This is an optimization exercise on Yosys and OpenROAD, whose aim is small area, a short achievable clock period and few clock cycles, not a production implementation.
RTL that was checked went through simulation tests only; none was proved equivalent to the original.
Power figures rest on the tool's default switching activity, not on a simulated workload.

== tundra ==
Design Processor, start of the top module:
module Processor #(parameter WIDTH = 32) (
    input  logic               i_clk,
    input  logic               i_reset,
    input  logic [WIDTH-1:0]   i_ReadData,
    output logic               o_memwrite,
    output logic [WIDTH-1:0]   o_WriteData,
    output logic [WIDTH-1:0]   o_Address);
clock: 7.0 ns
lec_check: 0
cap_margin: 20
core_margin: 2
core_utilization: 40
setup_slack_margin: 4.3
slew_margin: 20
synth_hierarchical: 1
synth_minimum_keep_size: 0
standard.sh (not shown) runs the stock make flow with config.mk's settings and CLKGATE_MAP_FILE= SYNTH_SCRIPT=/design/flow/synth_recipe.tcl, a recipe that flattens the netlist after the stock synthesis.
==> flow/flow/run.sh <==
#!/bin/bash
# The standard layout (the standard.sh, synthesis included, unchanged),
# except that the port buffers that buffer_ports inserts are buf_4 cells
# rather than the delay cells it picks by default.
set -euo pipefail
export BUFFER_PORTS_ARGS="-buffer_cell sky130_fd_sc_hd__buf_4"
bash standard.sh > standard.log 2>&1
Testbench counts of tundra, summed over its fixed seeds: cycles 29,933.
Edits applied to the flow inputs when going from tundra to harbor:
Settings: changing SETUP_SLACK_MARGIN from 4.3 to 4.2.
### Flow results
- sequential cells as the group drawing the most power was reported by harbor, and combinational cells by tundra.
- Looking at global-route track usage on met2, harbor sits below tundra.
- multi-input gates as the dominant kind of cell was reported by tundra, and flip-flops and latches by harbor.
- Compared with tundra, harbor shows a lower clock-buffer cell count.
- Compared with tundra, in harbor synthesis-to-layout area growth shrank by 3.6 points; final cell count shrank by 1.3%.
- Delta (harbor minus tundra): routed wire length on met2 went down 4.5%; power density of the placed cells held.
- Compared with tundra, harbor is the less power-hungry design.


## JK
Processor, a different RTL version from the one above (not shown whole).
Size: about 1,600 cells after synthesis, ~99 I/O pins, ~0.018 mm² of cells after synthesis.
Settings: LEC_CHECK=0, CAP_MARGIN=20, CORE_MARGIN=2, CORE_UTILIZATION=40, SETUP_SLACK_MARGIN=3.5, SLEW_MARGIN=20, SYNTH_HIERARCHICAL=1, SYNTH_MINIMUM_KEEP_SIZE=0; clock period 7.0 ns.
run.sh (not shown) runs the stock make flow with config.mk's settings and CLKGATE_MAP_FILE= SYNTH_SCRIPT=/design/flow/synth_recipe.tcl, a recipe that flattens the netlist after the stock synthesis.
Stock flow here: none of the scripts above is used.
JK completed every stage of the flow, and the final layout passed the timing, DRC and antenna checks.
[inputs] MS vs JK
Settings: a change of SETUP_SLACK_MARGIN from 3.5 to 3.0.
==> notes.md <==
- MS did not stop at any stage, and its layout met the timing, DRC and antenna checks.
- Sort MS and JK by combinational group share of total power, descending, and JK comes first.
- Where smallest hold slack is concerned, JK is better than MS.
- JK → MS: number of clock buffer instances in the layout went down; wire length of the first global-routing pass went down; power after layout went down.
- As of MS, wire length had fallen slightly compared to JK.
- Across both runs, biggest cell delay along the critical path was lower for MS than for JK.
No functional check of the RTL was part of any run of this note.


Setup of run 1:
RTL: one of the versions met above, not the one the previous note started from.
For scale: about 1800 cells after synthesis, about 390 flip-flops, roughly 20000 um2 of cells after synthesis.
export LEC_CHECK = 0
export CAP_MARGIN = 20
export CORE_MARGIN = 2
export CORE_UTILIZATION = 40
export SETUP_SLACK_MARGIN = 4.1
export SLEW_MARGIN = 20
export SYNTH_HIERARCHICAL = 1
export SYNTH_MINIMUM_KEEP_SIZE = 0
create_clock -name core_clock -period 7.0 [get_ports {i_clk}]
standard.sh (not shown) runs the stock make flow with config.mk's settings and CLKGATE_MAP_FILE= SYNTH_SCRIPT=/design/flow/synth_recipe.tcl, a recipe that flattens the netlist after the stock synthesis.
Scripts as last shown in full above: flow/flow/run.sh
Run 1 finished all stages; the layout is clean.
Testbench counts of run 1, summed over its fixed seeds: cycles 29,933.
Modified inputs, run 2 compared to run 1
-- flow/config.mk --
<<< run 1, line 9
export CORE_MARGIN = 2
export CORE_UTILIZATION = 40
export SETUP_SLACK_MARGIN = 4.1
>>> run 2, line 9
export CORE_MARGIN = 2
export CORE_UTILIZATION = 55
export PLACE_DENSITY = 0.7
export SETUP_SLACK_MARGIN = 4.1
--- outcome ---
Run 2: all stages complete, timing, DRC and antenna checks passed
Changes observed in run 2 relative to run 1: part of the total power dissipated in the clock network moved up, final setup slack of the worst path moved down, final-layout clock-cell area share moved up, critical path depth moved up.
For routed metal-1 wirelength, dividing the value from run 2 by the value from run 1 gives 0.839.
Summary of the comparison: design area is lower in run 2, relative to run 1.
Any difference in sequential power between run 1 and run 2 is small enough to ignore.


rev 12:
Processor, a different RTL version from the one above (not shown whole).
Size: about 1900 cells after synthesis, roughly 21000 µm² of cells after synthesis.
make LEC_CHECK=0 CAP_MARGIN=20 CORE_MARGIN=2 CORE_UTILIZATION=40 SETUP_SLACK_MARGIN=3.8 SLEW_MARGIN=20 SYNTH_HIERARCHICAL=1 SYNTH_MINIMUM_KEEP_SIZE=0 finish   # period 7.0 ns
run.sh (not shown) runs the stock make flow with config.mk's settings and CLKGATE_MAP_FILE= SYNTH_SCRIPT=/design/flow/synth_recipe.tcl, a recipe that flattens the netlist after the stock synthesis.
Stock flow here: none of the scripts above is used.
Rev 12 completed every stage of the flow, and the final layout passed the timing, DRC and antenna checks.
Modified inputs, rev 13 compared to rev 12
# rev 12
export LEC_CHECK = 0
export CAP_MARGIN = 20
export CORE_MARGIN = 2
export CORE_UTILIZATION = 40
export SETUP_SLACK_MARGIN = 3.8
export SLEW_MARGIN = 20
export SYNTH_HIERARCHICAL = 1
export SYNTH_MINIMUM_KEEP_SIZE = 0
create_clock -name core_clock -period 7.0 [get_ports {i_clk}]
# rev 13
export LEC_CHECK = 0
export CAP_MARGIN = 20
export CORE_MARGIN = 2
export CORE_UTILIZATION = 40
export SETUP_SLACK_MARGIN = 3.4
export SLEW_MARGIN = 20
export SYNTH_HIERARCHICAL = 1
export SYNTH_MINIMUM_KEEP_SIZE = 0
create_clock -name core_clock -period 7.0 [get_ports {i_clk}]
==> notes.md <==
Any difference in via count of the first global-routing pass between rev 13 and rev 12 is small enough to ignore.
Compared with rev 12, rev 13 shows cell count that has gone down by a few percent.
NOTE static leakage power rev 12->rev 13 decreased by a little under 10%
Looking at setup slack, rev 13 sits 0.24 ns lower than rev 12 does.
Max proportion of power drawn by the clock network across rev 13 and rev 12: rev 13
Rev 12 has a higher path length in cells of the critical path than rev 13.
Utilization of the core after routing on rev 13 is down relative to rev 12.
Function was not checked in any run of this note: the RTL went through the layout flow alone.

-- what the ideal ports hide --
The flow's constraints put no driver on any port. The routed layouts listed below were extracted and timed again, unchanged, in two steps. Step 1 (the two cells are an assumption about what drives the block):
set clk [get_ports {i_clk}]
set_driving_cell -lib_cell sky130_fd_sc_hd__clkbuf_16 $clk
set_driving_cell -lib_cell sky130_fd_sc_hd__buf_2 [delete_from_list [all_inputs] $clk]
Step 2 moves the port delays by t, midway between the first and last clock arrival at a register: inputs arrive t later, outputs are due t later. That takes back most of the time a late clock gives input paths. a / b / c = ideal / step 1 / step 2; a / b = the first two.
run | shift t [ns] | setup WS [ns] | worst setup path at the end | slew at the worst register clock pin (ns) | worst slew at a driven data input, ns
tundra | 0.641 | 3.966 / 3.966 / 3.516 | input to register | 0.07 / 0.07 | 0.08
harbor | 0.634 | 3.930 / 3.930 / 3.563 | input to register | 0.07 / 0.07 | 0.08
JK | 0.596 | 2.053 / 1.997 / 2.489 | register to register | 0.06 / 0.06 | 0.04
MS | 0.593 | 2.035 / 1.976 / 2.547 | register to register | 0.07 / 0.07 | 0.04
run 1 | 0.630 | 4.079 / 4.079 / 3.453 | input to register | 0.06 / 0.06 | 0.12
run 2 | 0.625 | 3.971 / 3.971 / 3.502 | input to register | 0.06 / 0.06 | 0.06
rev 12 | 0.629 | 3.680 / 3.643 / 3.152 | input to register | 0.07 / 0.07 | 0.07
rev 13 | 0.635 | 3.442 / 3.442 / 2.897 | input to register | 0.07 / 0.07 | 0.06
After both steps every run listed still meets setup and hold. The setup slack of run 1, which loses most, moves by 0.000 ns with the drivers and by -0.626 ns with both steps.
